Context: an optimization exercise on an open-source flow, tuned for small area. The choices shown serve that exercise and are no tape-out recipe.
Only simulation tests tie the RTL to the original design; equivalence was not proved.
No driver is modelled on the clock port, so clock power and skew are understated where the tree is cut down; a real chip needs a root buffer or a tree.
Power figures rest on the tool's default switching activity, not on a simulated workload.

==> design/flow/config.mk <==
export PLATFORM = sky130hd
export DESIGN_NAME = watch_top
export DESIGN_NICKNAME = watch_top
export VERILOG_FILES = /design/flow/design.v
export SDC_FILE = /design/flow/constraint.sdc
export NUM_CORES = 4
export LEC_CHECK = 0
export CAP_MARGIN = 20
export CORE_MARGIN = 2
export CORE_UTILIZATION = 65
export SLEW_MARGIN = 20
==> design/flow/constraint.sdc <==
create_clock -name core_clock -period 10.0 [get_ports {clk}]
set_input_delay 2.0000 -clock core_clock [delete_from_list [all_inputs] [get_ports {clk}]]
set_output_delay 2.0000 -clock core_clock [all_outputs]
set_load 0.01 [all_outputs]
==> design/flow/design.v <==
`timescale 1ns / 1ps
module one_sec_gen(
    clk,
    reset,
	i_run_en,
	i_freq,
    o_one_sec_tick
    );
parameter P_COUNT_BIT = 30;  
input 						clk;
input 						reset;
input 						i_run_en;
input [P_COUNT_BIT-1:0]		i_freq;
output reg					o_one_sec_tick;
	localparam [P_COUNT_BIT-1:0] P_INV = {(P_COUNT_BIT/2+1){2'b10}};
	reg 	[P_COUNT_BIT-1:0] 	r_left_q;
	wire	[P_COUNT_BIT-1:0] 	r_left = r_left_q ^ P_INV;
	wire w_upper_zero = ~|r_left[P_COUNT_BIT-1:1];
	wire w_zero = w_upper_zero & ~r_left[0];
	wire w_wrap = i_run_en & w_upper_zero & r_left[0];
	wire w_load = reset | w_wrap | w_zero;
	wire [P_COUNT_BIT:0] w_borrow;
	wire [P_COUNT_BIT-1:0] w_next;
	assign w_borrow[0] = i_run_en & ~w_zero;
	genvar i;
	generate
		for (i = 0; i < P_COUNT_BIT; i = i + 1) begin : g_bit
			assign w_borrow[i+1] = w_borrow[i] & ~r_left[i];
			assign w_next[i] = w_borrow[i+1] | (r_left[i] & ~w_borrow[i]);
		end
	endgenerate
	always @(posedge clk) begin
		r_left_q <= ((w_next & {P_COUNT_BIT{~reset}}) | (i_freq & {P_COUNT_BIT{w_load}})) ^ P_INV;
		o_one_sec_tick <= ~reset & w_wrap;
	end
endmodule
`timescale 1ns / 1ps
module watch_top(
    clk,
    reset,
	i_run_en,
	i_freq,
    o_sec,
    o_min,
    o_hour
    );
parameter P_COUNT_BIT = 30;  
parameter P_SEC_BIT	 = 6;  
parameter P_MIN_BIT	 = 6;  
parameter P_HOUR_BIT = 5;  
input 							clk;
input 							reset;
input 							i_run_en;
input		[P_COUNT_BIT-1:0]	i_freq;
output reg 	[P_SEC_BIT-1:0]		o_sec;
output reg 	[P_MIN_BIT-1:0]		o_min;
output reg 	[P_HOUR_BIT-1:0]	o_hour;
wire w_one_sec_tick;
one_sec_gen 
# (
	.P_COUNT_BIT	(P_COUNT_BIT) 
) u_one_sec_gen(
	.clk 				(clk			),
	.reset 				(reset			),
	.i_run_en			(i_run_en		),
	.i_freq				(i_freq			),
	.o_one_sec_tick 	(w_one_sec_tick	)
);
reg r_started;
wire w_sec_last  = &{o_sec[5:3], o_sec[1:0]};
wire w_min_last  = &{o_min[5:3], o_min[1:0]};
wire w_hour_last = &{o_hour[4], o_hour[2:0]};
	always @(posedge clk) begin
	    if(reset) begin
			o_sec		<= 0;
			o_min		<= 0;
			o_hour		<= 0;
			r_started	<= 1'b0;
		end else if(w_one_sec_tick) begin
			r_started	<= 1'b1;
			if (r_started) begin
				if (w_sec_last) begin
					o_sec <= 0;
					if (w_min_last) begin
						o_min <= 0;
						if (w_hour_last)
							o_hour <= 0;
						else
							o_hour <= o_hour + 1'b1;
					end else begin
						o_min <= o_min + 1'b1;
					end
				end else begin
					o_sec <= o_sec + 1'b1;
				end
			end
		end
	end
endmodule
==> design/flow/flow/run.sh <==
#!/bin/bash
# Standard synthesis; then the tick divider re-written as hand-mapped cells
# (proved equivalent to the standard netlist, else an abc area re-mapping is
# used); then the standard layout with small port buffers and clock tree.
set -euo pipefail
W=$PWD
RES=$W/orfs/results/$FLOW_PLATFORM/watch_top/base
LIB=$FLOW_HOME/platforms/$FLOW_PLATFORM/lib/sky130_fd_sc_hd__tt_025C_1v80.lib
sub() { sed -e "s#@LIB@#$LIB#g" -e "s#@TOP@#$FLOW_TOP#g" -e "s#@ABC@#$W/flow/area.abc#g" "$@"; }

# 1. the standard synthesis, unchanged
bash standard.sh $RES/1_2_yosys.v > $W/synth.log 2>&1
cp $RES/1_2_yosys.v $W/1_2_yosys_std.v

# 2. hand-mapped divider, checked against the standard netlist
ok=0
if python3 $W/flow/handmap.py $W/1_2_yosys_std.v $W/hand.v > $W/handmap.log 2>&1; then
  sub -e "s#@IN@#$W/hand.v#" -e "s#@STAT@#$W/hand_stat.txt#" -e "s#@OUT@#$W/hand_mapped.v#" \
    $W/flow/map.ys.in > $W/map.ys
  sub -e "s#@GOLD@#$W/1_2_yosys_std.v#" -e "s#@GATE@#$W/hand_mapped.v#" $W/flow/eq.ys.in > $W/eq.ys
  if yosys -s $W/map.ys > $W/map.log 2>&1 && yosys -s $W/eq.ys > $W/eq.log 2>&1; then
    ok=1
  fi
fi
if [ $ok = 1 ]; then
  echo "using the hand-mapped netlist" > $W/netlist_choice.txt
  cp $W/hand_mapped.v $RES/1_2_yosys.v
else
  echo "using the abc re-mapped netlist" > $W/netlist_choice.txt
  seq=$(grep -o 'sky130_fd_sc_hd__[a-z0-9]*_[0-9]*' $W/1_2_yosys_std.v | sort -u | grep -E '__(df|edf|sdf|dl)' || true)
  bb=""; for c in $seq; do bb="$bb blackbox $c;"; done
  sub -e "s#@BLACKBOX@#$bb#" -e "s#@IN@#$W/1_2_yosys_std.v#" -e "s#@STAT@#$W/resyn_stat.txt#" \
    -e "s#@OUT@#$RES/1_2_yosys.v#" $W/flow/resyn.ys.in > $W/resyn.ys
  yosys -s $W/resyn.ys > $W/resyn.log 2>&1
fi

# 3. the standard layout from the new netlist
bash standard.sh finish \
  BUFFER_PORTS_ARGS="-buffer_cell sky130_fd_sc_hd__buf_1" \
  CTS_ARGS="-sink_clustering_enable -repair_clock_nets -dont_use_dummy_load -buf_list sky130_fd_sc_hd__clkbuf_4 -root_buf sky130_fd_sc_hd__clkbuf_8" \
  > $W/layout.log 2>&1
==> design/flow/flow/area.abc <==
strash
&get -n
&st
&deepsyn -T 20
&dch -f
&nf -p -R 1000
&put
topo
==> design/flow/flow/eq.ys.in <==
# Prove the hand-mapped netlist equivalent to the standard synthesis netlist,
# register for register (the flip-flops keep their instance names).
read_liberty -ignore_miss_func @LIB@
read_verilog @GOLD@
rename @TOP@ gold
read_verilog @GATE@
rename @TOP@ gate
flatten
opt_clean
equiv_make gold gate equiv
hierarchy -top equiv
equiv_simple
equiv_induct
equiv_status -assert
==> design/flow/flow/handmap.py <==
#!/usr/bin/env python3
"""Write the watch_top netlist with a hand-mapped tick divider.

usage: handmap.py STD_NETLIST OUT_NETLIST

STD_NETLIST is the standard synthesis netlist (1_2_yosys.v). Its flip-flop
instances are kept with the same names and cell types; their D inputs are
driven by the logic written here. The divider (r_left_q, odd bits stored
inverted, and the tick flop) is written as sky130 cells; the display is
written as plain assigns for yosys/abc to map.
"""
import re, sys

std, out = sys.argv[1], sys.argv[2]
txt = open(std).read()
flops = re.findall(r'(sky130_fd_sc_hd__\w*df\w*)\s+(\\\S+|\w+)\s*\(', txt)
N = 30
P = 'sky130_fd_sc_hd__'
cells = []
wires = set()
def w(n):
    wires.add(n); return n
cnt = [0]
def cell(typ, **pins):
    cnt[0] += 1
    name = f'hm_{cnt[0]}'
    cells.append(f'  {P}{typ} {name} (' + ', '.join(f'.{p}({v})' for p, v in pins.items()) + ');')

# flip-flops: name -> (cell, D, Q)
ffs = []
for typ, inst in flops:
    nm = inst.lstrip('\\').split('$')[0]
    m = re.fullmatch(r'u_one_sec_gen\.r_left_q\[(\d+)\]', nm)
    if m:
        i = int(m.group(1)); d, q = f'dv_d{i}', f'dv_q{i}'
    elif nm == 'u_one_sec_gen.o_one_sec_tick':
        d, q = 'tick_d', 'tick_q'
    elif nm == 'r_started':
        d, q = 'st_d', 'st_q'
    else:
        m = re.fullmatch(r'(o_sec|o_min|o_hour)\[(\d+)\]', nm)
        assert m, nm
        d, q = f'{m.group(1)}_d{m.group(2)}', f'{m.group(1)}[{m.group(2)}]'
    if not q.startswith('o_'):
        w(q)
    w(d)
    ffs.append((typ, inst, d, q))
assert len(ffs) == 49, len(ffs)

q = [f'dv_q{i}' for i in range(N)]
f = [f'i_freq[{i}]' for i in range(N)]
R, E = 'reset', 'i_run_en'

# upper bits zero: odd q all 1, even q (2..28) all 0
odd = list(range(1, N, 2)); even = list(range(2, N, 2))
a = []
for k in range(0, len(odd), 4):
    g = odd[k:k+4]; o = w(f'uz_a{k}'); a.append(o)
    t = {4: 'nand4_1', 3: 'nand3_1', 2: 'nand2_1'}[len(g)]
    cell(t, **{p: q[i] for p, i in zip('ABCD', g)}, Y=o)
b = []
for k in range(0, len(even), 4):
    g = even[k:k+4]; o = w(f'uz_b{k}'); b.append(o)
    t = {4: 'nor4_1', 3: 'nor3_1', 2: 'nor2_1'}[len(g)]
    cell(t, **{p: q[i] for p, i in zip('ABCD', g)}, Y=o)
assert len(a) == 4 and len(b) == 4
c0, c1, nuz = w('uz_c0'), w('uz_c1'), w('nuz')
cell('nor4_1', A=a[0], B=a[1], C=a[2], D=a[3], Y=c0)      # odd bits all 1
cell('nand4_1', A=b[0], B=b[1], C=b[2], D=b[3], Y=c1)     # low: even bits all 0
cell('nand2b_1', A_N=c1, B=c0, Y=nuz)                     # ~upper_zero
# tick: ~reset & run_en & upper_zero & r0
cell('and4bb_1', A_N=R, B_N=nuz, C=E, D=q[0], X='tick_d')
# load = reset | upper_zero & (run_en | ~r0)
k, L = w('ld_k'), w('ld')
cell('nor2b_1', A=E, B_N=q[0], Y=k)                       # ~run_en & r0
cell('o21bai_1', A1=nuz, A2=k, B1_N=R, Y=L)
nR = w('nreset')
cell('inv_1', A=R, Y=nR)
# borrow into bit 0: run_en & ~(upper_zero & ~r0)
nb = w('nb0')
cell('o21ai_0', A1=nuz, A2=q[0], B1=E, Y=nb)
bb = None
for i in range(N):
    if i % 2 == 0:          # stored true; borrow in as nb
        bn = w(f'b{i+1}'); xn = w(f'xn{i}'); lf = w(f'nlf{i}')
        cell('nor2_1', A=nb, B=q[i], Y=bn)
        cell('a21oi_1', A1=q[i], A2=nb, B1=bn, Y=xn)
        cell('nand2_1', A=L, B=f[i], Y=lf)
        cell('o21ai_0', A1=xn, A2=R, B1=lf, Y=f'dv_d{i}')
        bb = bn
    else:                   # stored inverted; borrow in as bb (true)
        nbn = w(f'nb{i+1}'); x = w(f'x{i}')
        cell('nand2_1', A=bb, B=q[i], Y=nbn)
        cell('o21ai_0', A1=q[i], A2=bb, B1=nbn, Y=x)
        cell('a22oi_1', A1=x, A2=nR, B1=L, B2=f[i], Y=f'dv_d{i}')
        nb = nbn

# display (plain logic)
disp = '''
  wire adv = tick_q & st_q;
  assign st_d = ~reset & (tick_q | st_q);
  wire sec_last  = &{o_sec[5:3], o_sec[1:0]};
  wire min_last  = &{o_min[5:3], o_min[1:0]};
  wire hour_last = &{o_hour[4], o_hour[2:0]};
  wire [5:0] sec_n  = reset ? 6'd0 : !adv ? o_sec : sec_last ? 6'd0 : o_sec + 6'd1;
  wire adv_m = adv & sec_last;
  wire [5:0] min_n  = reset ? 6'd0 : !adv_m ? o_min : min_last ? 6'd0 : o_min + 6'd1;
  wire adv_h = adv_m & min_last;
  wire [4:0] hour_n = reset ? 5'd0 : !adv_h ? o_hour : hour_last ? 5'd0 : o_hour + 5'd1;
'''
for i in range(6):
    disp += f'  assign o_sec_d{i} = sec_n[{i}];\n  assign o_min_d{i} = min_n[{i}];\n'
for i in range(5):
    disp += f'  assign o_hour_d{i} = hour_n[{i}];\n'

o = ['module watch_top(clk, reset, i_run_en, i_freq, o_sec, o_min, o_hour);',
     '  input clk;', '  input reset;', '  input i_run_en;', '  input [29:0] i_freq;',
     '  output [5:0] o_sec;', '  output [5:0] o_min;', '  output [4:0] o_hour;']
o += [f'  wire {n};' for n in sorted(wires)]
for typ, inst, d, qq in ffs:
    o.append(f'  {typ} {inst} (.CLK(clk), .D({d}), .Q({qq}));')
o += cells
o.append(disp)
o.append('endmodule')
open(out, 'w').write('\n'.join(o) + '\n')
==> design/flow/flow/map.ys.in <==
# Map the display logic of the hand-written netlist; the divider cells and
# the flip-flops are already cells of the library and stay as written.
read_liberty -lib @LIB@
read_verilog @IN@
hierarchy -top @TOP@
proc; opt_expr; opt_clean
techmap; opt -fast
abc -script @ABC@ -liberty @LIB@ -dont_use *probe* -dont_use *lpflow* -D 10000
opt_clean -purge
splitnets
opt_clean -purge
hilomap -singleton -hicell sky130_fd_sc_hd__conb_1 HI -locell sky130_fd_sc_hd__conb_1 LO
check -assert -mapped
tee -o @STAT@ stat -liberty @LIB@
write_verilog -noattr -nohex -nodec @OUT@
==> design/flow/flow/resyn.ys.in <==
# Re-map the combinational logic of the standard synthesis netlist for area.
# The flip-flop cells are kept as black boxes, so every register keeps its
# instance name and cell type.
read_liberty -ignore_miss_func @LIB@
@BLACKBOX@
read_verilog @IN@
hierarchy -top @TOP@
flatten
opt -purge
abc -script @ABC@ -liberty @LIB@ -dont_use *probe* -dont_use *lpflow* -D 10000
read_liberty -lib -ignore_redef @LIB@
opt_clean -purge
splitnets
opt_clean -purge
hilomap -singleton -hicell sky130_fd_sc_hd__conb_1 HI -locell sky130_fd_sc_hd__conb_1 LO
check -assert -mapped
tee -o @STAT@ stat -liberty @LIB@
write_verilog -noattr -nohex -nodec @OUT@
==> design/flow/standard.sh <==
#!/bin/bash
# synth_recipe.tcl (not shown) runs the flow's synth.tcl, then flattens the netlist and writes it again
# the make line also repeats each setting of config.mk as NAME=value (left out here)
make -C /OpenROAD-flow-scripts/flow DESIGN_CONFIG=/design/flow/config.mk WORK_HOME=/design/flow/orfs CLKGATE_MAP_FILE= SYNTH_SCRIPT=/design/flow/synth_recipe.tcl "${@:-finish}"
==> impl_metrics.py, run 1 <==
metrics = {
    "run_status": {
        "outcome": "finished clean",
    },
    "floorplan": {
        "die_w_microns": 57.5,
        "io-pin-count": 50,
        "placementRows": 19,
        "coreArea_sq_um": 2730,
        "die-area_sq_um": 3310,
        "fp.dieH_microns": 57.5,
        "initial_core_util_pct": 68.1,
    },
    "placement": {
        "gp_congestion": 0.817,
        "placed_cells": 303,
        "numPortBuffers": 49,
        "post-dp-hpwl_microns": 2710,
    },
    "logic_synthesis": {
        "synthesis.area_sq_um": 1860,
        "yosys_warnings": 2,
        "syn_avg_cell_area_sq_um": 8.38,
        "synth_nets": 255,
        "syn-instance-count": 222,
    },
    "cells_and_area": {
        "area_delta_synth_final_pct": 16.7,
        "n_fill_cell": 207,
        "final_nets": 312,
        "ff_latch_area_sq_um": 981,
        "fin_cells": 308,
        "drive_gt1_share_pct": 2.53,
        "antennaDiodeCount": 0,
        "multiInputGateArea_sq_um": 880,
    },
    "worst_setup_path": {
        "path_class": "input port to flip-flop",
        "endpoint": "u_one_sec_gen.r_left_q[29]",
        "start_kind": "input port",
        "setup.worst_path.end_class": "flip-flop",
        "critical_path.max_stage_delay_ns": 0.20,
        "r2r-end": "u_one_sec_gen.r_left_q[29]",
        "timing.rr.start": "u_one_sec_gen.r_left_q[18]",
        "crit_fanout": 3,
        "cp-startpoint": "i_run_en",
        "r2r_cells": 36,
        "reg2reg_slack_ns": 4.57,
        "crit_arrival_ns": 6.62,
        "required_ns": 10.14,
        "slowest_stage": "nor2_1",
    },
    "power_and_ir_drop": {
        "power-per-cell-area_nw_per_um2": 159,
        "p_leak_nw": 0.796,
        "finalPower_mw": 0.346,
        "vdd_drop_max_uv": 151,
    },
    "sta": {
        "min_period_ns": 6.48,
        "clock_skew_ns": 0.0202,
        "whs_ns": 0.487,
        "tns_ns": 0,
        "final_max_slew_viol_count": 0,
        "final_hold_viol_count": 0,
        "grt_setup_unrepaired": "false",
        "worst_slew_pin_slew_ns": 0.683,
        "timing.final.crit_share_pct": 64.8,
        "maxSlewHeadroom_pct": 54.4,
        "finalSetupViolCount": 0,
        "fmax_mhz": 154,
    },
    "global_routing": {
        "grt_pass1_wl_microns": 6410,
        "grt_pass1_vias": 1537,
        "antenna_found_initial": 0,
        "track_usage_pct": 25.0,
        "gr-total-overflow": 0,
        "grt_max_degree": 31,
    },
    "cts": {
        "worstSkewPairLatency_ns": 0.31,
        "numClockSinks": 49,
        "max-clock-path-buffers": 2,
        "cts-root-buf": "clkbuf_8",
        "path_clk_slew_ns": 0.07,
        "tritoncts": "yes",
        "cts.repair.resized": 0,
        "cts_buffers": 5,
        "cts_setup_buffers": 0,
        "htree_levels": 2,
        "postCtsHoldBufs": 0,
    },
    "detailed_routing": {
        "drtPass1Iterations": 4,
        "drt_iter0_drc": 99,
        "via_per_inst": 5.63,
        "wirelength_microns": 3800,
        "vias": 1734,
        "drc_errors": 0,
        "wire_per_inst_microns": 12.3,
        "ant_nets": 0,
    },
    "worst_hold_path": {
        "hold_path_class": "flip-flop to flip-flop",
    },
    "job": {
        "drv_cap": 0,
    },
}
[placed cells by master (no fill, tap or decap), drive strengths merged, types with 4 or more instances in the layout]
| master | instances |
|---|---|
| o21ai | 33 |
| buf | 50 |
| nand4 | 5 |
| clkbuf | 5 |
| a21oi | 22 |
| nor2 | 30 |
| a22oi | 15 |
| nand2 | 32 |
| xnor2 | 4 |
| nor4 | 4 |
| nor3 | 7 |
| dfxtp | 49 |
| and3 | 4 |
[per-stage QoR]
stage                     setup WS [ns]  instance area, sq um  utilization, %
after floorplan                    3.96                  1860               -
after global placement             3.56                  2090            76.6
after detailed placement           3.25                  2090            76.6
after CTS                          3.54                  2160            79.1
after global routing               2.63                  2170            79.4
final                              3.52                  2170            79.4
[sequential cells by signal, indices dropped and copies added, names as in the netlist]
signal / flops
u_one_sec_gen.o_one_sec_tick: 1
o_hour: 5
o_sec: 6
r_started: 1
u_one_sec_gen.r_left_q: 30
o_min: 6
[power breakdown]
| part | internal, mW | switching [mW] | total (mW) |
|---|---|---|---|
| Clock | 0.0451 | 0.0561 | 0.101 |
| Sequential | 0.207 | 0.00911 | 0.216 |
| Combinational | 0.0133 | 0.0154 | 0.0287 |
| Total | 0.266 | 0.0806 | 0.346 |
[critical path: cells and delay by family]
| family | cells | cell delay, ns |
|---|---|---|
| compound gates | 3 | 0.30 |
| simple gates | 30 | 4.19 |
| buf+inv | 1 | 0.11 |
[cell type report]
type                       instances  area share (%)
sequential                        49            45.2
multi-input combinational        170            40.5
timing repair buffer              50            8.82
clock buffer                       5            3.17
tap                               31            1.79
inverter                           3           0.519
[worst min-delay path by stage]
stage                          from   endpoint  slack, ns  cells after the start
after global placement    r_started  r_started       0.46                      2
after global routing       o_sec[1]   o_sec[1]       0.53                      2
final                     o_hour[4]  o_hour[4]       0.49                      2
after CTS                 r_started  r_started       0.49                      2
after detailed placement  r_started  r_started       0.47                      2
after floorplan           r_started  r_started       0.45                      2
[layer usage]
layer / vias up / track usage (%) / wire length, microns / part of all wire [%]
met3: 7 / 7.94 / 324 / 8.5
met2: 59 / 40.3 / 1730 / 46
met1: 756 / 31.6 / 1680 / 44
li1: 912 / - / - / -
met5: - / 0 / 0 / 0
met4: 0 / 8.97 / 53 / 1.4
==> run 2: changes to the inputs <==
--- a/design/flow/flow/run.sh
+++ b/design/flow/flow/run.sh
@@ -37,5 +37,5 @@
 # 3. the standard layout from the new netlist
 bash standard.sh finish \
   BUFFER_PORTS_ARGS="-buffer_cell sky130_fd_sc_hd__buf_1" \
-  CTS_ARGS="-sink_clustering_enable -repair_clock_nets -dont_use_dummy_load -buf_list sky130_fd_sc_hd__clkbuf_4 -root_buf sky130_fd_sc_hd__clkbuf_8" \
+  CTS_ARGS="-sink_clustering_enable -repair_clock_nets -dont_use_dummy_load -buf_list sky130_fd_sc_hd__clkbuf_4 -root_buf sky130_fd_sc_hd__clkbuf_8 -tree_buf sky130_fd_sc_hd__clkbuf_4" \
   > $W/layout.log 2>&1
==> impl_metrics.py, run 2 <==
metrics = {
    "cells_and_area": {
        "reg_top3": "u_one_sec_gen.r_left_q: 30 flops, o_min: 6 flops, o_sec: 6 flops",
        "drive_gt1_share_pct": 2.53,
        "layout_common_cells": "49 x buf_1, 49 x dfxtp_1, 33 x o21ai_0",
        "final_nets": 312,
        "largest_reg_flops": 30,
        "n_fill_cell": 207,
        "top_register": "u_one_sec_gen.r_left_q",
        "antennaDiodeCount": 0,
        "area_delta_synth_final_pct": 16.7,
    },
    "worst_setup_path": {
        "start_kind": "input port",
        "critical_path.max_stage_delay_ns": 0.20,
        "slowest_stage": "nor2_1",
        "required_ns": 10.14,
        "path_class": "input port to flip-flop",
        "crit_arrival_ns": 6.62,
        "setup.worst_path.end_class": "flip-flop",
        "crit_fanout": 3,
        "path_buf_inv": 1,
        "crit_family": "simple AND/OR/NAND/NOR gates",
    },
    "floorplan": {
        "coreArea_sq_um": 2730,
        "initial_core_util_pct": 68.1,
        "die-area_sq_um": 3310,
        "io-pin-count": 50,
        "placementRows": 19,
        "fp.dieH_microns": 57.5,
        "die_w_microns": 57.5,
    },
    "job": {
        "drv_cap": 0,
    },
    "cts": {
        "numClockSinks": 49,
        "htree_levels": 2,
        "max-clock-path-buffers": 2,
        "postCtsHoldBufs": 0,
        "cts_buffers": 5,
        "path_clk_slew_ns": 0.07,
        "cts-root-buf": "clkbuf_8",
        "tritoncts": "yes",
        "cts.repair.resized": 0,
        "worstSkewPairLatency_ns": 0.31,
        "cts_setup_buffers": 0,
    },
    "detailed_routing": {
        "drc_errors": 0,
        "drtPass1Iterations": 4,
        "wire_per_inst_microns": 12.3,
        "via_per_inst": 5.63,
        "drt_iter0_drc": 99,
        "ant_nets": 0,
        "wirelength_microns": 3800,
        "vias": 1734,
    },
    "sta": {
        "final_max_slew_viol_count": 0,
        "grt_setup_unrepaired": "false",
        "maxSlewHeadroom_pct": 54.4,
        "final_hold_viol_count": 0,
        "min_period_ns": 6.48,
        "worst_slew_pin_slew_ns": 0.683,
        "finalSetupViolCount": 0,
        "fmax_mhz": 154,
        "timing.final.crit_share_pct": 64.8,
        "whs_ns": 0.487,
        "tns_ns": 0,
        "clock_skew_ns": 0.0202,
    },
    "logic_synthesis": {
        "synth_nets": 255,
        "syn_avg_cell_area_sq_um": 8.38,
        "syn-instance-count": 222,
        "yosys_warnings": 2,
        "synthesis.area_sq_um": 1860,
    },
    "run_status": {
        "outcome": "finished clean",
    },
    "global_routing": {
        "antenna_found_initial": 0,
        "track_usage_pct": 25.0,
        "grt_pass1_vias": 1537,
        "gr-total-overflow": 0,
        "grt_max_degree": 31,
        "grt_pass1_wl_microns": 6410,
    },
    "placement": {
        "numPortBuffers": 49,
        "post-dp-hpwl_microns": 2710,
        "gp_congestion": 0.817,
    },
    "power_and_ir_drop": {
        "power-per-cell-area_nw_per_um2": 159,
        "finalPower_mw": 0.346,
        "p_leak_nw": 0.796,
        "vdd_drop_max_uv": 151,
    },
    "worst_hold_path": {
        "hold_path_class": "flip-flop to flip-flop",
    },
}
==> run 2: report_power, final <==
part           total (mW)  internal, mW  switching, mW
clock network       0.101        0.0451         0.0561
logic              0.0287        0.0133         0.0154
registers           0.216         0.207        0.00911
==> run 2: path summary, 6_finish.rpt <==
kind	startpoint	end	slack (ns)	cells past startpoint
setup reg to reg	u_one_sec_gen.r_left_q[18]	u_one_sec_gen.r_left_q[29]	4.57	36
hold / removal	o_hour[4]	o_hour[4]	0.49	2
hold reg to reg	o_hour[4]	o_hour[4]	0.49	2
setup / recovery	i_run_en	u_one_sec_gen.r_left_q[29]	3.52	34
==> run 2: cell type report <==
type / instances / area [sq um] / area share (%)
Clock buffer: 5 / 68.8 / 3.17
Timing Repair Buffer: 50 / 191 / 8.82
Multi-Input combinational cell: 170 / 880 / 40.5
Inverter: 3 / 11.3 / 0.519
Sequential cell: 49 / 981 / 45.2
Tap cell: 31 / 38.8 / 1.79
==> run 2: per-stage QoR <==
stage | worst slack, ns | std cells | utilization (%) | area [sq um]
2_1_floorplan | 3.96 | 222 | - | 1860
3_3_place_gp | 3.56 | 303 | 76.6 | 2090
3_5_place_dp | 3.25 | 303 | 76.6 | 2090
4_1_cts | 3.54 | 308 | 79.1 | 2160
5_1_grt | 2.63 | 308 | 79.4 | 2170
6_report | 3.52 | 308 | 79.4 | 2170
==> run 2: routing by layer <==
| metal | vias up | part of all wire (%) | track usage, % |
|---|---|---|---|
| met5 | - | 0 | 0 |
| met4 | 0 | 1.4 | 8.97 |
| met3 | 7 | 8.5 | 7.94 |
| met2 | 59 | 46 | 40.3 |
| met1 | 756 | 44 | 31.6 |
| li1 | 912 | - | - |
==> run 2: worst register-to-register path, delay by kind of cell (launching register included) <==
| family | cells | cell delay, ns |
|---|---|---|
| AND/OR/NAND/NOR | 33 | 4.57 |
| flip-flops | 1 | 0.37 |
| AO/OA/AOI/OAI | 3 | 0.32 |
==> run 3: changes to the inputs <==
--- a/design/flow/flow/run.sh
+++ b/design/flow/flow/run.sh
@@ -37,5 +37,5 @@
 # 3. the standard layout from the new netlist
 bash standard.sh finish \
   BUFFER_PORTS_ARGS="-buffer_cell sky130_fd_sc_hd__buf_1" \
-  CTS_ARGS="-sink_clustering_enable -repair_clock_nets -dont_use_dummy_load -buf_list sky130_fd_sc_hd__clkbuf_4 -root_buf sky130_fd_sc_hd__clkbuf_8 -tree_buf sky130_fd_sc_hd__clkbuf_4" \
+  CTS_ARGS="-sink_clustering_enable -repair_clock_nets -dont_use_dummy_load -buf_list sky130_fd_sc_hd__clkbuf_8 -root_buf sky130_fd_sc_hd__clkbuf_8" \
   > $W/layout.log 2>&1
--- a/design/flow/config.mk
+++ b/design/flow/config.mk
@@ -7,5 +7,5 @@
 export LEC_CHECK = 0
 export CAP_MARGIN = 20
 export CORE_MARGIN = 2
-export CORE_UTILIZATION = 65
+export CORE_UTILIZATION = 40
 export SLEW_MARGIN = 20
==> impl_metrics.py, run 3 <==
metrics = {
    "run_status": {
        "outcome": "finished clean",
    },
    "detailed_routing": {
        "ant_nets": 0,
        "via_per_inst": 5.11,
        "vias": 1686,
        "wire_per_inst_microns": 11.7,
        "wirelength_microns": 3870,
        "drtPass1Iterations": 4,
        "drt_iter0_drc": 65,
        "drc_errors": 0,
    },
    "worst_setup_path": {
        "slowest_stage": "nor2_1",
        "setup.worst_path.end_class": "flip-flop",
        "required_ns": 10.16,
        "start_kind": "input port",
        "crit_arrival_ns": 6.55,
        "critical_path.max_stage_delay_ns": 0.18,
        "path_class": "input port to flip-flop",
        "crit_fanout": 3,
    },
    "cells_and_area": {
        "largest_reg_flops": 30,
        "area_delta_synth_final_pct": 18.1,
        "layout_common_cells": "49 x buf_1, 49 x dfxtp_1, 33 x o21ai_0",
        "multiInputGateArea_sq_um": 872,
        "antennaDiodeCount": 0,
        "post-route-util_pct": 49.8,
        "ff_latch_area_sq_um": 981,
        "reg_top3": "u_one_sec_gen.r_left_q: 30 flops, o_min: 6 flops, o_sec: 6 flops",
        "drive_gt1_share_pct": 2.88,
        "final_nets": 313,
        "n_fill_cell": 463,
        "top_register": "u_one_sec_gen.r_left_q",
    },
    "sta": {
        "timing.final.crit_share_pct": 63.9,
        "worst_slew_pin_slew_ns": 0.514,
        "final_hold_viol_count": 0,
        "fmax_mhz": 157,
        "final.setup.worst_slack_ns": 3.61,
        "min_period_ns": 6.39,
        "grt_setup_unrepaired": "false",
        "tns_ns": 0,
        "final_max_slew_viol_count": 0,
        "maxSlewHeadroom_pct": 65.7,
        "clock_skew_ns": 0.00599,
        "finalSetupViolCount": 0,
    },
    "cts": {
        "postCtsHoldBufs": 0,
        "cts-root-buf": "clkbuf_8",
        "tritoncts": "yes",
        "path_clk_slew_ns": 0.08,
        "cts_setup_buffers": 0,
        "numClockSinks": 49,
        "cts_buffers": 5,
        "htree_levels": 2,
        "worstSkewPairLatency_ns": 0.29,
        "max-clock-path-buffers": 2,
        "cts.repair.resized": 0,
    },
    "job": {
        "drv_cap": 0,
    },
    "global_routing": {
        "track_usage_pct": 15.4,
        "antenna_found_initial": 0,
        "grt_pass1_wl_microns": 6260,
        "busiest_layer": "met2",
        "grt_use_met1_pct": 20.7,
        "grt_max_degree": 30,
        "grt_pass1_vias": 1461,
        "grt_util_met3_pct": 4.72,
        "gr-total-overflow": 0,
        "use_met2_pct": 23.2,
    },
    "floorplan": {
        "placementRows": 24,
        "coreArea_sq_um": 4410,
        "die-area_sq_um": 5210,
        "io-pin-count": 50,
        "die_w_microns": 72.2,
        "initial_core_util_pct": 42.1,
        "fp.dieH_microns": 72.2,
    },
    "placement": {
        "pre_cts_ws_ns": 3.33,
        "gp_congestion": 0.734,
        "post-dp-hpwl_microns": 2760,
        "numPortBuffers": 49,
    },
    "logic_synthesis": {
        "syn_avg_cell_area_sq_um": 8.38,
        "synth_nets": 255,
        "yosys_warnings": 2,
        "syn-instance-count": 222,
        "synthesis.area_sq_um": 1860,
    },
    "worst_hold_path": {
        "hold_path_class": "flip-flop to flip-flop",
    },
    "power_and_ir_drop": {
        "finalPower_mw": 0.347,
        "vdd_drop_max_uv": 67.2,
        "power-per-cell-area_nw_per_um2": 158,
        "p_leak_nw": 0.800,
    },
}
==> run 3: changes by cell type in the layout (fill, tap and decap cells not counted) <==
cell / previous run / this run
o21bai_2: 0 / 1
buf_4: 1 / 2
o21bai_4: 1 / 0
==> run 3: area by class of cell <==
class	instances	share of cell area, %
multi-input combinational	170	39.7
clock buffer	5	3.13
timing repair buffer	51	9.05
sequential	49	44.6
tap	52	2.96
inverter	3	0.513
==> run 3: critical path, delay by kind of cell <==
family,cells,cell delay [ns]
simple gates,30,4.14
buf+inv,1,0.11
compound gates,3,0.29
==> run 3: per-stage QoR <==
stage / cell area [sq um] / hold WS [ns] / instances
floorplan: 1860 / 0.449 / 222
global placement: 2130 / 0.467 / 325
detailed placement: 2130 / 0.473 / 325
CTS: 2200 / 0.486 / 330
global route: 2200 / 0.522 / 330
finish: 2200 / 0.483 / 330
==> run 3: worst paths after layout <==
path                                   start                         end  slack, ns  depth (start not counted)
setup / recovery                    i_run_en  u_one_sec_gen.r_left_q[29]       3.61                         34
hold / removal                     o_hour[4]                   o_hour[4]       0.48                          2
setup reg to reg  u_one_sec_gen.r_left_q[18]  u_one_sec_gen.r_left_q[29]       4.73                         36
hold reg to reg                    o_hour[4]                   o_hour[4]       0.48                          2
==> run 3: power by group <==
group / internal [mW] / switching, mW
registers: 0.207 / 0.00871
clock network: 0.0452 / 0.0575
logic: 0.0133 / 0.0154
total: 0.266 / 0.0816
==> run 3: routing by layer <==
metal  up-vias  part of all wire [%]  routed length [microns]
met5         -                     0                        0
met4         0                   1.2                       46
met3         5                   4.6                      178
met2        37                    45                     1750
met1       738                    49                     1900
li1        906                     -                        -
==> run 4: changes to the inputs <==
--- a/design/flow/flow/run.sh
+++ b/design/flow/flow/run.sh
@@ -1,7 +1,8 @@
 #!/bin/bash
 # Standard synthesis; then the tick divider re-written as hand-mapped cells
 # (proved equivalent to the standard netlist, else an abc area re-mapping is
-# used); then the standard layout with small port buffers and clock tree.
+# used); then the standard layout with small port buffers and a one-level
+# clock tree (flow/cts_post.tcl replaces the tree that CTS builds).
 set -euo pipefail
 W=$PWD
 RES=$W/orfs/results/$FLOW_PLATFORM/watch_top/base
@@ -38,4 +39,5 @@
 bash standard.sh finish \
   BUFFER_PORTS_ARGS="-buffer_cell sky130_fd_sc_hd__buf_1" \
   CTS_ARGS="-sink_clustering_enable -repair_clock_nets -dont_use_dummy_load -buf_list sky130_fd_sc_hd__clkbuf_8 -root_buf sky130_fd_sc_hd__clkbuf_8" \
+  POST_CTS_TCL=$W/flow/cts_post.tcl \
   > $W/layout.log 2>&1
==> design/flow/flow/cts_post.tcl (new file) <==
# Replace the clock tree that CTS built with one level of clock buffers:
# the flip-flops are split into CTS_K groups along the longer side of their
# bounding box, and each group gets one buffer at its centre. The clock port
# then drives only these buffers.
set cts_k 3
set cts_cell sky130_fd_sc_hd__clkbuf_8
set old {}
foreach b [get_cells -quiet clkbuf_*] { lappend old [get_full_name $b] }
puts "cts_post: removing [llength $old] CTS buffers: $old"
if { [llength $old] > 0 } { remove_buffers $old }
set dbu [[ord::get_db_tech] getDbUnitsPerMicron]
set pts {}
foreach i [[ord::get_db_block] getInsts] {
  set net [$i findITerm CLK]
  if { $net == "NULL" } { continue }
  if { ![string match "sky130_fd_sc_hd__df*" [[$i getMaster] getName]] } { continue }
  set bb [$i getBBox]
  lappend pts [list [$i getName] [expr {([$bb xMin] + [$bb xMax]) / 2.0 / $dbu}] \
    [expr {([$bb yMin] + [$bb yMax]) / 2.0 / $dbu}]]
}
set xs [lsort -real [lmap p $pts {lindex $p 1}]]
set ys [lsort -real [lmap p $pts {lindex $p 2}]]
set ax [expr {([lindex $xs end] - [lindex $xs 0]) >= ([lindex $ys end] - [lindex $ys 0]) ? 1 : 2}]
set pts [lsort -real -index $ax $pts]
set n [llength $pts]
for {set g 0} {$g < $cts_k} {incr g} {
  set lo [expr {$g * $n / $cts_k}]
  set hi [expr {($g + 1) * $n / $cts_k - 1}]
  set pins {}; set sx 0; set sy 0
  foreach p [lrange $pts $lo $hi] {
    lappend pins [get_pins -of_objects [get_cells [lindex $p 0]] -filter "name == CLK"]
    set sx [expr {$sx + [lindex $p 1]}]
    set sy [expr {$sy + [lindex $p 2]}]
  }
  set m [expr {$hi - $lo + 1}]
  insert_buffer -buffer_cell $cts_cell -net clk -load_pins $pins \
    -buffer_name clkbuf_leaf_$g -net_name clknet_leaf_$g \
    -location [list [expr {$sx / $m}] [expr {$sy / $m}]]

}
foreach g [get_nets clknet_leaf_*] {
  [[ord::get_db_block] findNet [get_full_name $g]] setSigType CLOCK
}
detailed_placement
estimate_parasitics -placement
set worst 0
foreach p [get_pins -of_objects [get_cells -filter "ref_name =~ sky130_fd_sc_hd__df*"] -filter "name == CLK"] {
  set s [get_property $p slew_max]
  if { $s > $worst } { set worst $s }
}
puts "cts_post: [llength [get_pins -of_objects [get_nets clk]]] pins on clk, worst flip-flop clock slew $worst"
report_checks -path_delay min -digits 3 -format end
report_checks -path_delay max -digits 3 -format end
==> impl_metrics.py, run 4 <==
metrics = {
    "logic_synthesis": {
        "synth_nets": 255,
        "syn_avg_cell_area_sq_um": 8.38,
        "syn-instance-count": 222,
        "synthesis.area_sq_um": 1860,
        "yosys_warnings": 2,
    },
    "cts": {
        "path_clk_slew_ns": 0.10,
        "numClockSinks": 49,
        "worstSkewPairLatency_ns": 0.16,
    },
    "detailed_routing": {
        "wirelength_microns": 3920,
        "via_per_inst": 5.71,
        "vias": 1583,
        "wire_per_inst_microns": 14.1,
        "drc_errors": 0,
        "drt_iter0_drc": 135,
        "ant_nets": 0,
        "drtPass1Iterations": 5,
    },
    "worst_setup_path": {
        "reg2reg_slack_ns": 4.65,
        "slowest_stage": "nor2_1",
        "required_ns": 10.01,
        "r2r-end": "u_one_sec_gen.r_left_q[29]",
        "crit_arrival_ns": 6.40,
        "r2r_cells": 36,
        "critical_path.max_stage_delay_ns": 0.18,
        "setup.worst_path.end_class": "flip-flop",
        "timing.rr.start": "u_one_sec_gen.r_left_q[18]",
        "crit_family": "simple AND/OR/NAND/NOR gates",
        "path_buf_inv": 0,
        "start_kind": "input port",
        "path_class": "input port to flip-flop",
        "crit_fanout": 3,
    },
    "floorplan": {
        "coreArea_sq_um": 4410,
        "fp.dieH_microns": 72.2,
        "initial_core_util_pct": 42.1,
        "io-pin-count": 50,
        "die_w_microns": 72.2,
        "placementRows": 24,
        "die-area_sq_um": 5210,
    },
    "sta": {
        "tns_ns": 0,
        "fmax_mhz": 157,
        "maxSlewHeadroom_pct": 53.3,
        "min_period_ns": 6.39,
        "final.setup.worst_slack_ns": 3.61,
        "worst_slew_pin_slew_ns": 0.698,
        "final_max_slew_viol_count": 0,
        "grt_setup_unrepaired": "false",
        "clock_skew_ns": 0.00728,
        "timing.final.crit_share_pct": 63.9,
        "finalSetupViolCount": 0,
        "final_hold_viol_count": 0,
    },
    "cells_and_area": {
        "largest_reg_flops": 30,
        "post-route-util_pct": 44.8,
        "reg_top3": "u_one_sec_gen.r_left_q: 30 flops, o_min: 6 flops, o_sec: 6 flops",
        "layout_common_cells": "49 x dfxtp_1, 33 x o21ai_0, 32 x nand2_1",
        "mostFrequentLayoutCell": "dfxtp_1",
        "drive_gt1_share_pct": 1.78,
        "top_register": "u_one_sec_gen.r_left_q",
        "area_delta_synth_final_pct": 6.32,
        "final_nets": 260,
        "antennaDiodeCount": 0,
    },
    "worst_hold_path": {
        "hold_path_class": "flip-flop to flip-flop",
        "worstHoldPathCells": 2,
        "min_to": "r_started",
        "worstHoldStart": "r_started",
    },
    "global_routing": {
        "gr-total-overflow": 0,
        "grt_max_degree": 31,
        "antenna_found_initial": 0,
        "grt_pass1_vias": 1379,
        "track_usage_pct": 18.0,
        "grt_pass1_wl_microns": 6130,
    },
    "run_status": {
        "outcome": "finished clean",
    },
    "placement": {
        "numPortBuffers": 49,
        "gp_congestion": 0.734,
        "pre_cts_ws_ns": 3.33,
        "post-dp-hpwl_microns": 2760,
    },
    "job": {
        "drv_cap": 0,
    },
    "power_and_ir_drop": {
        "p_leak_nw": 0.719,
        "power-per-cell-area_nw_per_um2": 159,
        "vdd_drop_max_uv": 66.6,
    },
}
## run 4: worst min-delay path, stage by stage (launching register included)
cell	delay [ns]
dfxtp_1	0.33
nor2_1	0.09
nor2_1	0.04
## run 4: worst max-delay path by stage
stage / endpoint / slack [ns] / cells after the start / startpoint
6_report: u_one_sec_gen.r_left_q[29] / 3.61 / 33 / i_run_en
5_1_grt: u_one_sec_gen.r_left_q[29] / 2.59 / 33 / i_run_en
3_5_place_dp: u_one_sec_gen.r_left_q[29] / 3.33 / 34 / i_run_en
3_3_place_gp: u_one_sec_gen.r_left_q[29] / 3.50 / 34 / i_run_en
2_1_floorplan: u_one_sec_gen.r_left_q[29] / 3.96 / 33 / i_run_en
## run 4: final cells by class, clock buffers not listed
type,instances,area (sq um)
Tap cell,52,65.1
Sequential cell,49,981
Fill cell,465,2440
Inverter,3,11.3
Multi-Input combinational cell,170,880
## run 4: stage by stage
step	total power, mW	hold WS (ns)	instances	cell area [sq um]
after floorplan	0.236	0.449	222	1860
after global placement	0.249	0.467	325	2130
after detailed placement	0.249	0.473	325	2130
after global routing	0.330	0.522	277	1980
final	0.315	0.492	277	1980
## run 4: layer usage
layer	track usage, %	up-vias	part of all wire, %
met5	0	-	0
met4	4.40	0	0.61
met3	3.89	4	9.2
met2	26.4	58	44
met1	27.0	711	47
li1	-	810	-
## run 4: power breakdown
part	internal (mW)	switching (mW)
clock	0.0279	0.0486
sequential	0.207	0.00875
combinational	0.0104	0.0118
==> run 5: changes to the inputs <==
--- a/design/flow/flow/cts_post.tcl
+++ b/design/flow/flow/cts_post.tcl
@@ -7,7 +7,11 @@
 set old {}
 foreach b [get_cells -quiet clkbuf_*] { lappend old [get_full_name $b] }
 puts "cts_post: removing [llength $old] CTS buffers: $old"
-if { [llength $old] > 0 } { remove_buffers $old }
+set ninst_before [llength [[ord::get_db_block] getInsts]]
+if { [llength $old] > 0 } { remove_buffers {*}$old }
+if { [llength [[ord::get_db_block] getInsts]] != $ninst_before - [llength $old] } {
+  error "cts_post: removing the CTS buffers removed other cells too"
+}
 set dbu [[ord::get_db_tech] getDbUnitsPerMicron]
 set pts {}
 foreach i [[ord::get_db_block] getInsts] {
==> impl_metrics.py, run 5 <==
metrics = {
    "run_status": {
        "outcome": "finished clean",
    },
    "worst_hold_path": {
        "hold_path_class": "flip-flop to flip-flop",
    },
    "cells_and_area": {
        "top_register": "u_one_sec_gen.r_left_q",
        "final_nets": 311,
        "layout_common_cells": "49 x buf_1, 49 x dfxtp_1, 33 x o21ai_0",
        "reg_top3": "u_one_sec_gen.r_left_q: 30 flops, o_min: 6 flops, o_sec: 6 flops",
        "largest_reg_flops": 30,
        "area_delta_synth_final_pct": 16.6,
        "antennaDiodeCount": 0,
        "drive_gt1_share_pct": 2.17,
        "fin_cells": 328,
        "n_fill_cell": 464,
    },
    "worst_setup_path": {
        "critical_path.max_stage_delay_ns": 0.18,
        "path_buf_inv": 1,
        "endpoint": "u_one_sec_gen.r_left_q[29]",
        "setup.worst_path.end_class": "flip-flop",
        "crit_fanout": 3,
        "start_kind": "input port",
        "crit_family": "simple AND/OR/NAND/NOR gates",
        "crit_arrival_ns": 6.56,
        "reg2reg_slack_ns": 4.73,
        "timing.rr.start": "u_one_sec_gen.r_left_q[18]",
        "cp-startpoint": "i_run_en",
        "path_class": "input port to flip-flop",
        "path_depth": 34,
        "r2r_cells": 36,
        "slowest_stage": "nor2_1",
        "required_ns": 10.03,
        "r2r-end": "u_one_sec_gen.r_left_q[29]",
    },
    "sta": {
        "min_period_ns": 6.53,
        "finalSetupViolCount": 0,
        "clock_skew_ns": 0.00737,
        "final_hold_viol_count": 0,
        "final.setup.worst_slack_ns": 3.48,
        "maxSlewHeadroom_pct": 65.4,
        "worst_slew_pin_slew_ns": 0.518,
        "timing.final.crit_share_pct": 65.3,
        "fmax_mhz": 153,
        "final_max_slew_viol_count": 0,
        "whs_ns": 0.491,
        "tns_ns": 0,
        "grt_setup_unrepaired": "false",
    },
    "detailed_routing": {
        "via_per_inst": 5.23,
        "ant_nets": 0,
        "wirelength_microns": 3960,
        "vias": 1714,
        "wire_per_inst_microns": 12.1,
        "drc_errors": 0,
        "drt_iter0_drc": 130,
        "drtPass1Iterations": 5,
    },
    "global_routing": {
        "antenna_found_initial": 0,
        "grt_pass1_vias": 1446,
        "gr-total-overflow": 0,
        "grt_pass1_wl_microns": 6230,
        "grt_max_degree": 30,
        "track_usage_pct": 18.2,
    },
    "power_and_ir_drop": {
        "p_int_mw": 0.248,
        "p_clk_share_pct": 24.0,
        "switchingPower_mw": 0.0735,
        "seq_power_share_pct": 67.1,
        "switching_share_pct": 22.8,
        "p_comb_share_pct": 8.9,
        "power-per-cell-area_nw_per_um2": 148,
        "finalPower_mw": 0.322,
        "p_leak_nw": 0.785,
        "vdd_drop_max_uv": 67.1,
    },
    "logic_synthesis": {
        "synth_nets": 255,
        "yosys_warnings": 2,
        "syn_avg_cell_area_sq_um": 8.38,
        "synthesis.area_sq_um": 1860,
        "syn-instance-count": 222,
    },
    "cts": {
        "path_clk_slew_ns": 0.10,
        "worstSkewPairLatency_ns": 0.16,
        "numClockSinks": 49,
    },
    "floorplan": {
        "coreArea_sq_um": 4410,
        "die-area_sq_um": 5210,
        "fp.dieH_microns": 72.2,
        "die_w_microns": 72.2,
        "placementRows": 24,
        "initial_core_util_pct": 42.1,
        "io-pin-count": 50,
    },
    "placement": {
        "numPortBuffers": 49,
        "gp_congestion": 0.734,
        "pre_cts_ws_ns": 3.33,
        "placed_cells": 325,
        "post-dp-hpwl_microns": 2760,
    },
    "job": {
        "drv_cap": 0,
    },
}
## run 5: worst min-delay path, delay by kind of cell, from the launching register on
family | cells | cell delay, ns
buffers and inverters | 1 | 0.04
AOI/OAI and AO/OA | 1 | 0.07
DFF | 1 | 0.34
## run 5: layer usage
| layer | vias up | track usage (%) | wire length, microns |
|---|---|---|---|
| met4 | 0 | 4.40 | 24 |
| met3 | 4 | 2.22 | 278 |
| met1 | 746 | 27.6 | 1880 |
| met5 | - | 0 | 0 |
| li1 | 904 | - | - |
| met2 | 60 | 27.6 | 1770 |
## run 5: power by group through the flow
stage          clock network (mW)  logic (mW)  registers [mW]
5_1_grt                    0.0868      0.0330           0.218
6_report                   0.0772      0.0287           0.216
2_1_floorplan                   0      0.0180           0.218
3_5_place_dp                    0      0.0288           0.220
3_3_place_gp                    0      0.0286           0.220
## run 5: worst min-delay path by stage
stage	from	to	cells after the start
2_1_floorplan	r_started	r_started	2
3_3_place_gp	r_started	r_started	2
3_5_place_dp	o_hour[4]	o_hour[4]	2
5_1_grt	r_started	r_started	2
6_report	o_hour[3]	o_hour[4]	2
## run 5: through the flow
step / util [%] / area (sq um)
floorplan: - / 1860
global placement: 48.2 / 2130
detailed placement: 48.2 / 2130
global route: 49.1 / 2170
finish: 49.1 / 2170
## run 5: area by class of cell, clock buffers not listed
type / count / area (sq um) / share of cell area (%)
inverter: 3 / 11.3 / 0.519
multi-input combinational: 170 / 872 / 40.2
sequential: 49 / 981 / 45.2
tap: 52 / 65.1 / 3.00
timing repair buffer: 51 / 199 / 9.17
==> run 6: changes to the inputs <==
--- a/design/flow/flow/cts_post.tcl
+++ b/design/flow/flow/cts_post.tcl
@@ -1,5 +1,5 @@
 # Replace the clock tree that CTS built with one level of clock buffers:
-# the flip-flops are split into CTS_K groups along the longer side of their
+# the flip-flops are split into cts_k groups along the longer side of their
 # bounding box, and each group gets one buffer at its centre. The clock port
 # then drives only these buffers.
 set cts_k 3
==> impl_metrics.py, run 6 <==
metrics = {
    "worst_hold_path": {
        "worstHoldPathCells": 2,
        "min_to": "o_hour[4]",
        "worstHoldStart": "o_hour[3]",
        "hold_path_class": "flip-flop to flip-flop",
    },
    "power_and_ir_drop": {
        "seq_power_share_pct": 67.1,
        "p_comb_share_pct": 8.9,
        "p_clk_share_pct": 24.0,
        "p_int_mw": 0.248,
        "vdd_drop_max_uv": 67.1,
        "power-per-cell-area_nw_per_um2": 148,
        "finalPower_mw": 0.322,
        "switching_share_pct": 22.8,
        "p_leak_nw": 0.785,
        "switchingPower_mw": 0.0735,
    },
    "worst_setup_path": {
        "timing.rr.start": "u_one_sec_gen.r_left_q[18]",
        "critical_path.max_stage_delay_ns": 0.18,
        "r2r_cells": 36,
        "path_class": "input port to flip-flop",
        "r2r-end": "u_one_sec_gen.r_left_q[29]",
        "setup.worst_path.end_class": "flip-flop",
        "start_kind": "input port",
        "crit_fanout": 3,
        "slowest_stage": "nor2_1",
        "cp-startpoint": "i_run_en",
        "reg2reg_slack_ns": 4.73,
        "crit_arrival_ns": 6.56,
        "required_ns": 10.03,
    },
    "global_routing": {
        "gr-total-overflow": 0,
        "grt_pass1_wl_microns": 6230,
        "grt_max_degree": 30,
        "antenna_found_initial": 0,
        "track_usage_pct": 18.2,
        "grt_pass1_vias": 1446,
    },
    "detailed_routing": {
        "drt_iter0_drc": 130,
        "drtPass1Iterations": 5,
        "ant_nets": 0,
        "drc_errors": 0,
        "wire_per_inst_microns": 12.1,
        "via_per_inst": 5.23,
        "vias": 1714,
        "wirelength_microns": 3960,
    },
    "sta": {
        "grt_setup_unrepaired": "false",
        "finalSetupViolCount": 0,
        "fmax_mhz": 153,
        "clock_skew_ns": 0.00737,
        "tns_ns": 0,
        "final_max_slew_viol_count": 0,
        "maxSlewHeadroom_pct": 65.4,
        "worst_slew_pin_slew_ns": 0.518,
        "final_hold_viol_count": 0,
        "min_period_ns": 6.53,
        "whs_ns": 0.491,
        "timing.final.crit_share_pct": 65.3,
    },
    "cells_and_area": {
        "layout_common_cells": "49 x buf_1, 49 x dfxtp_1, 33 x o21ai_0",
        "final_nets": 311,
        "drive_gt1_share_pct": 2.17,
        "top_register": "u_one_sec_gen.r_left_q",
        "post-route-util_pct": 49.1,
        "antennaDiodeCount": 0,
        "reg_top3": "u_one_sec_gen.r_left_q: 30 flops, o_min: 6 flops, o_sec: 6 flops",
        "largest_reg_flops": 30,
        "final_area_sq_um": 2170,
        "area_delta_synth_final_pct": 16.6,
    },
    "logic_synthesis": {
        "syn_avg_cell_area_sq_um": 8.38,
        "synthesis.area_sq_um": 1860,
        "synth_nets": 255,
        "yosys_warnings": 2,
        "syn-instance-count": 222,
    },
    "cts": {
        "numClockSinks": 49,
        "path_clk_slew_ns": 0.10,
        "worstSkewPairLatency_ns": 0.16,
    },
    "placement": {
        "post-dp-hpwl_microns": 2760,
        "place_area_sq_um": 2130,
        "numPortBuffers": 49,
        "gp_congestion": 0.734,
    },
    "floorplan": {
        "fp.dieH_microns": 72.2,
        "die_w_microns": 72.2,
        "placementRows": 24,
        "die-area_sq_um": 5210,
        "io-pin-count": 50,
        "initial_core_util_pct": 42.1,
        "coreArea_sq_um": 4410,
    },
    "job": {
        "drv_cap": 0,
    },
    "run_status": {
        "outcome": "finished clean",
    },
}
[run 6: worst max-delay path by stage]
stage	cells after the start	slack [ns]	endpoint
6_report	34	3.48	u_one_sec_gen.r_left_q[29]
5_1_grt	34	2.45	u_one_sec_gen.r_left_q[29]
3_5_place_dp	34	3.33	u_one_sec_gen.r_left_q[29]
3_3_place_gp	34	3.50	u_one_sec_gen.r_left_q[29]
2_1_floorplan	33	3.96	u_one_sec_gen.r_left_q[29]
[run 6: power by group through the flow]
stage	logic (mW)	clock network (mW)	registers, mW
after floorplan	0.0180	0	0.218
after global placement	0.0286	0	0.220
after detailed placement	0.0288	0	0.220
after global routing	0.0330	0.0868	0.218
final	0.0287	0.0772	0.216
[run 6: worst max-delay path, delay by kind of cell]
| kind | cells | cell delay (ns) |
|---|---|---|
| simple gates | 30 | 4.13 |
| compound gates | 3 | 0.29 |
| buf+inv | 1 | 0.12 |
[run 6: final cells by class, clock buffers not listed]
cell class | instances | area, sq um
well taps | 52 | 65.1
fillers | 464 | 2240
repair buffers | 51 | 199
multi-input cells | 170 | 872
inverters | 3 | 11.3
flip-flops and latches | 49 | 981
[run 6: layer usage]
metal	track usage, %	share of wire (%)	up-vias
met5	0	0	-
met4	4.40	0.61	0
met3	2.22	7.0	4
met2	27.6	45	60
met1	27.6	48	746
li1	-	-	904
[run 6: stage by stage]
step,worst slack [ns],cells
6_report,3.48,328
5_1_grt,2.45,328
3_5_place_dp,3.33,325
3_3_place_gp,3.50,325
2_1_floorplan,3.96,222
==> run 7: changes to the inputs <==
--- a/design/flow/config.mk
+++ b/design/flow/config.mk
@@ -5,7 +5,7 @@
 export SDC_FILE = /design/flow/constraint.sdc
 export NUM_CORES = 4
 export LEC_CHECK = 0
-export CAP_MARGIN = 20
+export CAP_MARGIN = 0
 export CORE_MARGIN = 2
 export CORE_UTILIZATION = 40
-export SLEW_MARGIN = 20
+export SLEW_MARGIN = 0
==> impl_metrics.py, run 7 <==
metrics = {
    "cells_and_area": {
        "final_nets": 311,
        "antennaDiodeCount": 0,
        "area_delta_synth_final_pct": 16.6,
        "top_register": "u_one_sec_gen.r_left_q",
        "post-route-util_pct": 49.1,
        "largest_reg_flops": 30,
        "fin_cells": 328,
        "n_fill_cell": 464,
        "reg_top3": "u_one_sec_gen.r_left_q: 30 flops, o_min: 6 flops, o_sec: 6 flops",
        "layout_common_cells": "49 x buf_1, 49 x dfxtp_1, 33 x o21ai_0",
        "drive_gt1_share_pct": 2.17,
    },
    "logic_synthesis": {
        "syn_avg_cell_area_sq_um": 8.38,
        "syn-instance-count": 222,
        "yosys_warnings": 2,
        "synth_nets": 255,
        "synthesis.area_sq_um": 1860,
    },
    "detailed_routing": {
        "drc_errors": 0,
        "via_per_inst": 5.23,
        "drt_iter0_drc": 130,
        "wirelength_microns": 3960,
        "wire_per_inst_microns": 12.1,
        "ant_nets": 0,
        "vias": 1714,
        "drtPass1Iterations": 5,
    },
    "run_status": {
        "outcome": "finished clean",
    },
    "worst_setup_path": {
        "crit_fanout": 3,
        "path_class": "input port to flip-flop",
        "slowest_stage": "nor2_1",
        "reg2reg_slack_ns": 4.73,
        "required_ns": 10.03,
        "setup.worst_path.end_class": "flip-flop",
        "crit_family": "simple AND/OR/NAND/NOR gates",
        "start_kind": "input port",
        "crit_arrival_ns": 6.56,
        "path_buf_inv": 1,
        "critical_path.max_stage_delay_ns": 0.18,
    },
    "cts": {
        "path_clk_slew_ns": 0.10,
        "numClockSinks": 49,
        "worstSkewPairLatency_ns": 0.16,
    },
    "floorplan": {
        "initial_core_util_pct": 42.1,
        "placementRows": 24,
        "die-area_sq_um": 5210,
        "coreArea_sq_um": 4410,
        "io-pin-count": 50,
        "fp.dieH_microns": 72.2,
        "die_w_microns": 72.2,
    },
    "sta": {
        "clock_skew_ns": 0.00737,
        "maxSlewHeadroom_pct": 65.4,
        "worst_slew_pin_slew_ns": 0.518,
        "final_max_slew_viol_count": 0,
        "finalSetupViolCount": 0,
        "min_period_ns": 6.53,
        "whs_ns": 0.491,
        "final_hold_viol_count": 0,
        "fmax_mhz": 153,
        "tns_ns": 0,
        "timing.final.crit_share_pct": 65.3,
        "grt_setup_unrepaired": "false",
    },
    "power_and_ir_drop": {
        "p_leak_nw": 0.785,
        "power-per-cell-area_nw_per_um2": 148,
        "vdd_drop_max_uv": 67.1,
    },
    "job": {
        "drv_cap": 0,
    },
    "placement": {
        "placed_cells": 325,
        "post-dp-hpwl_microns": 2760,
        "gp_congestion": 0.734,
        "numPortBuffers": 49,
    },
    "global_routing": {
        "grt_pass1_vias": 1446,
        "track_usage_pct": 18.2,
        "grt_pass1_wl_microns": 6230,
        "antenna_found_initial": 0,
        "gr-total-overflow": 0,
        "grt_max_degree": 30,
    },
    "worst_hold_path": {
        "hold_path_class": "flip-flop to flip-flop",
    },
}
## run 7: cell counts in the layout (fill, tap and decap cells not counted)
Identical to the previous run, type by type.
## run 7: final timing paths
check        cells past startpoint                         end                  startpoint
max                             34  u_one_sec_gen.r_left_q[29]                    i_run_en
min                              2                   o_hour[4]                   o_hour[3]
max reg2reg                     36  u_one_sec_gen.r_left_q[29]  u_one_sec_gen.r_left_q[18]
min reg2reg                      2                   o_hour[4]                   o_hour[3]
## run 7: worst reg2reg max path: cells and delay by family (launching register included)
family           cells  cell delay, ns
AND/OR/NAND/NOR     33            4.46
flip-flops           1            0.37
AO/OA/AOI/OAI        3            0.30
## run 7: layout make-up, clock buffers not listed
type,count,area (sq um),area share [%]
Sequential cell,49,981,45.2
Multi-Input combinational cell,170,872,40.2
Timing Repair Buffer,51,199,9.17
Tap cell,52,65.1,3.00
Inverter,3,11.3,0.519
## run 7: metal layers
metal,wire length (microns),share of wire (%),GRT usage [%]
met1,1880,48,27.6
met2,1770,45,27.6
met3,278,7.0,2.22
met4,24,0.61,4.40
met5,0,0,0
## run 7: power by group
| group | leakage, nW | internal (mW) | switching (mW) |
|---|---|---|---|
| clock network | 0.0216 | 0.0279 | 0.0493 |
| registers | 0.406 | 0.207 | 0.00874 |
| logic | 0.358 | 0.0133 | 0.0154 |
| total | 0.785 | 0.248 | 0.0735 |
## run 7: metrics by stage
step	area [sq um]	power [mW]	setup WS (ns)
floorplan	1860	0.236	3.96
global placement	2130	0.249	3.50
detailed placement	2130	0.249	3.33
global route	2170	0.338	2.45
finish	2170	0.322	3.48
==> run 8: changes to the inputs <==
--- a/design/flow/flow/handmap.py
+++ b/design/flow/flow/handmap.py
@@ -69,7 +69,9 @@
 cell('nand4_1', A=b[0], B=b[1], C=b[2], D=b[3], Y=c1)     # low: even bits all 0
 cell('nand2b_1', A_N=c1, B=c0, Y=nuz)                     # ~upper_zero
 # tick: ~reset & run_en & upper_zero & r0
-cell('and4bb_1', A_N=R, B_N=nuz, C=E, D=q[0], X='tick_d')
+ne0 = w('nen_r0')
+cell('nand2_1', A=E, B=q[0], Y=ne0)
+cell('nor3_1', A=R, B=nuz, C=ne0, Y='tick_d')
 # load = reset | upper_zero & (run_en | ~r0)
 k, L = w('ld_k'), w('ld')
 cell('nor2b_1', A=E, B_N=q[0], Y=k)                       # ~run_en & r0
--- a/design/flow/config.mk
+++ b/design/flow/config.mk
@@ -5,7 +5,7 @@
 export SDC_FILE = /design/flow/constraint.sdc
 export NUM_CORES = 4
 export LEC_CHECK = 0
-export CAP_MARGIN = 0
+export CAP_MARGIN = 20
 export CORE_MARGIN = 2
 export CORE_UTILIZATION = 40
-export SLEW_MARGIN = 0
+export SLEW_MARGIN = 20
==> impl_metrics.py, run 8 <==
metrics = {
    "placement": {
        "post-dp-hpwl_microns": 2730,
        "gp_congestion": 0.793,
        "numPortBuffers": 49,
    },
    "power_and_ir_drop": {
        "p_clk_share_pct": 24.2,
        "p_comb_share_pct": 8.9,
        "p_int_mw": 0.248,
        "seq_power_share_pct": 66.8,
        "p_leak_nw": 0.780,
        "power-per-cell-area_nw_per_um2": 149,
        "vdd_drop_max_uv": 61.2,
        "switchingPower_mw": 0.0744,
        "switching_share_pct": 23.1,
        "finalPower_mw": 0.323,
    },
    "cts": {
        "path_clk_slew_ns": 0.10,
        "numClockSinks": 49,
        "worstSkewPairLatency_ns": 0.16,
    },
    "sta": {
        "worst_slew_pin_slew_ns": 0.500,
        "finalSetupViolCount": 0,
        "min_period_ns": 6.56,
        "timing.final.crit_share_pct": 65.6,
        "tns_ns": 0,
        "fmax_mhz": 152,
        "final_hold_viol_count": 0,
        "maxSlewHeadroom_pct": 66.6,
        "grt_setup_unrepaired": "false",
        "clock_skew_ns": 0.00602,
        "final_max_slew_viol_count": 0,
    },
    "global_routing": {
        "use_met2_pct": 25.3,
        "grt_pass1_wl_microns": 6130,
        "busiest_layer": "met1",
        "antenna_found_initial": 0,
        "grt_max_degree": 30,
        "gr-total-overflow": 0,
        "track_usage_pct": 18.5,
        "grt_util_met3_pct": 2.78,
        "grt_use_met1_pct": 30.0,
        "grt_pass1_vias": 1390,
    },
    "cells_and_area": {
        "largest_reg_flops": 30,
        "drive_gt1_share_pct": 2.17,
        "top_register": "u_one_sec_gen.r_left_q",
        "area_delta_synth_final_pct": 16.6,
        "antennaDiodeCount": 0,
        "reg_top3": "u_one_sec_gen.r_left_q: 30 flops, o_min: 6 flops, o_sec: 6 flops",
        "final_nets": 312,
        "layout_common_cells": "49 x buf_1, 49 x dfxtp_1, 33 x nand2_1, 33 x o21ai_0, 30 x nor2_1",
    },
    "worst_hold_path": {
        "min_to": "r_started",
        "worstHoldStart": "r_started",
        "worstHoldPathCells": 2,
        "hold_path_class": "flip-flop to flip-flop",
    },
    "worst_setup_path": {
        "r2r-end": "u_one_sec_gen.r_left_q[29]",
        "r2r_cells": 36,
        "required_ns": 10.04,
        "critical_path.max_stage_delay_ns": 0.19,
        "crit_fanout": 3,
        "setup.worst_path.end_class": "flip-flop",
        "path_class": "input port to flip-flop",
        "start_kind": "input port",
        "crit_arrival_ns": 6.60,
        "slowest_stage": "nor2_1",
        "timing.rr.start": "u_one_sec_gen.r_left_q[20]",
        "reg2reg_slack_ns": 4.67,
    },
    "run_status": {
        "outcome": "finished clean",
    },
    "detailed_routing": {
        "drtPass1Iterations": 6,
        "via_per_inst": 5.19,
        "drc_errors": 0,
        "vias": 1709,
        "drt_iter0_drc": 171,
        "wirelength_microns": 3950,
        "ant_nets": 0,
        "wire_per_inst_microns": 12.0,
    },
    "floorplan": {
        "coreArea_sq_um": 4410,
        "io-pin-count": 50,
        "fp.dieH_microns": 72.1,
        "die-area_sq_um": 5200,
        "die_w_microns": 72.1,
        "initial_core_util_pct": 42.1,
        "placementRows": 24,
    },
    "logic_synthesis": {
        "yosys_warnings": 2,
        "synthesis.area_sq_um": 1860,
        "synth_nets": 256,
        "syn-instance-count": 223,
        "syn_avg_cell_area_sq_um": 8.33,
    },
    "job": {
        "drv_cap": 0,
    },
}
[run 8: cell type report, clock buffers not listed]
cell class              count  area (sq um)
fillers                   439          2250
repair buffers             51           199
multi-input cells         171           868
well taps                  52          65.1
flip-flops and latches     49           981
inverters                   3          11.3
[run 8: power groups by stage]
stage / combinational, mW / clock [mW] / sequential [mW]
2_1_floorplan: 0.0180 / 0 / 0.218
3_3_place_gp: 0.0287 / 0 / 0.220
3_5_place_dp: 0.0289 / 0 / 0.220
5_1_grt: 0.0329 / 0.0906 / 0.218
6_report: 0.0288 / 0.0782 / 0.216
[run 8: worst max-delay path, delay by kind of cell]
family | cells | cell delay [ns]
and+or+nand+nor | 30 | 4.15
AOI/OAI and AO/OA | 3 | 0.31
buffers and inverters | 1 | 0.12
[run 8: per-stage QoR]
| stage | instance area (sq um) | hold slack, ns | util, % | setup slack (ns) | std cells |
|---|---|---|---|---|---|
| global placement | 2120 | 0.464 | 48.1 | 3.52 | 326 |
| finish | 2170 | 0.485 | 49.1 | 3.44 | 329 |
| floorplan | 1860 | 0.449 | - | 3.96 | 223 |
| detailed placement | 2120 | 0.471 | 48.1 | 3.27 | 326 |
| global route | 2170 | 0.508 | 49.1 | 2.58 | 329 |
[run 8: worst max-delay path by stage]
stage	startpoint	endpoint	slack, ns	cells after the start
finish	i_run_en	u_one_sec_gen.r_left_q[29]	3.44	34
detailed placement	i_run_en	u_one_sec_gen.r_left_q[29]	3.27	34
global placement	i_run_en	u_one_sec_gen.r_left_q[29]	3.52	34
floorplan	i_run_en	u_one_sec_gen.r_left_q[29]	3.96	33
global route	i_run_en	u_one_sec_gen.r_left_q[29]	2.58	34
[run 8: metal layers]
metal / routed length [microns] / vias up
met5: 0 / -
met1: 1860 / 727
met3: 324 / 5
li1: - / 909
met2: 1720 / 68
met4: 45 / 0

==> re-timing with driven ports <==
The flow's constraints put no driver on any port. The routed layouts listed below were extracted and timed again, unchanged, in two steps.
Step 1, drivers: a clkbuf_16 drives clk and a buf_2 each remaining input, both assumed.
Step 2 also shifts input and output timing later by t, the mid clock arrival at the registers, as if the neighbouring blocks saw the same clock.
Three values: no drivers, after step 1, after step 2; two values: the first two.
run | shift t [ns] | setup WS [ns] | worst register clock-pin slew, ns | worst slew at a driven data input, ns
run 1 | 0.321 | 3.521 / 3.522 / 3.202 | 0.09 / 0.09 | 0.03
run 2 | 0.321 | 3.521 / 3.522 / 3.202 | 0.09 / 0.09 | 0.03
run 3 | 0.315 | 3.613 / 3.614 / 3.299 | 0.08 / 0.08 | 0.04
run 4 | 0.197 | 3.611 / 3.595 / 3.398 | 0.10 / 0.10 | 0.50
run 5 | 0.197 | 3.475 / 3.491 / 3.295 | 0.10 / 0.10 | 0.04
run 6 | 0.197 | 3.475 / 3.491 / 3.295 | 0.10 / 0.10 | 0.04
run 7 | 0.197 | 3.475 / 3.491 / 3.295 | 0.10 / 0.10 | 0.04
run 8 | 0.197 | 3.435 / 3.452 / 3.255 | 0.10 / 0.10 | 0.04
After both steps every run listed still meets setup and hold.
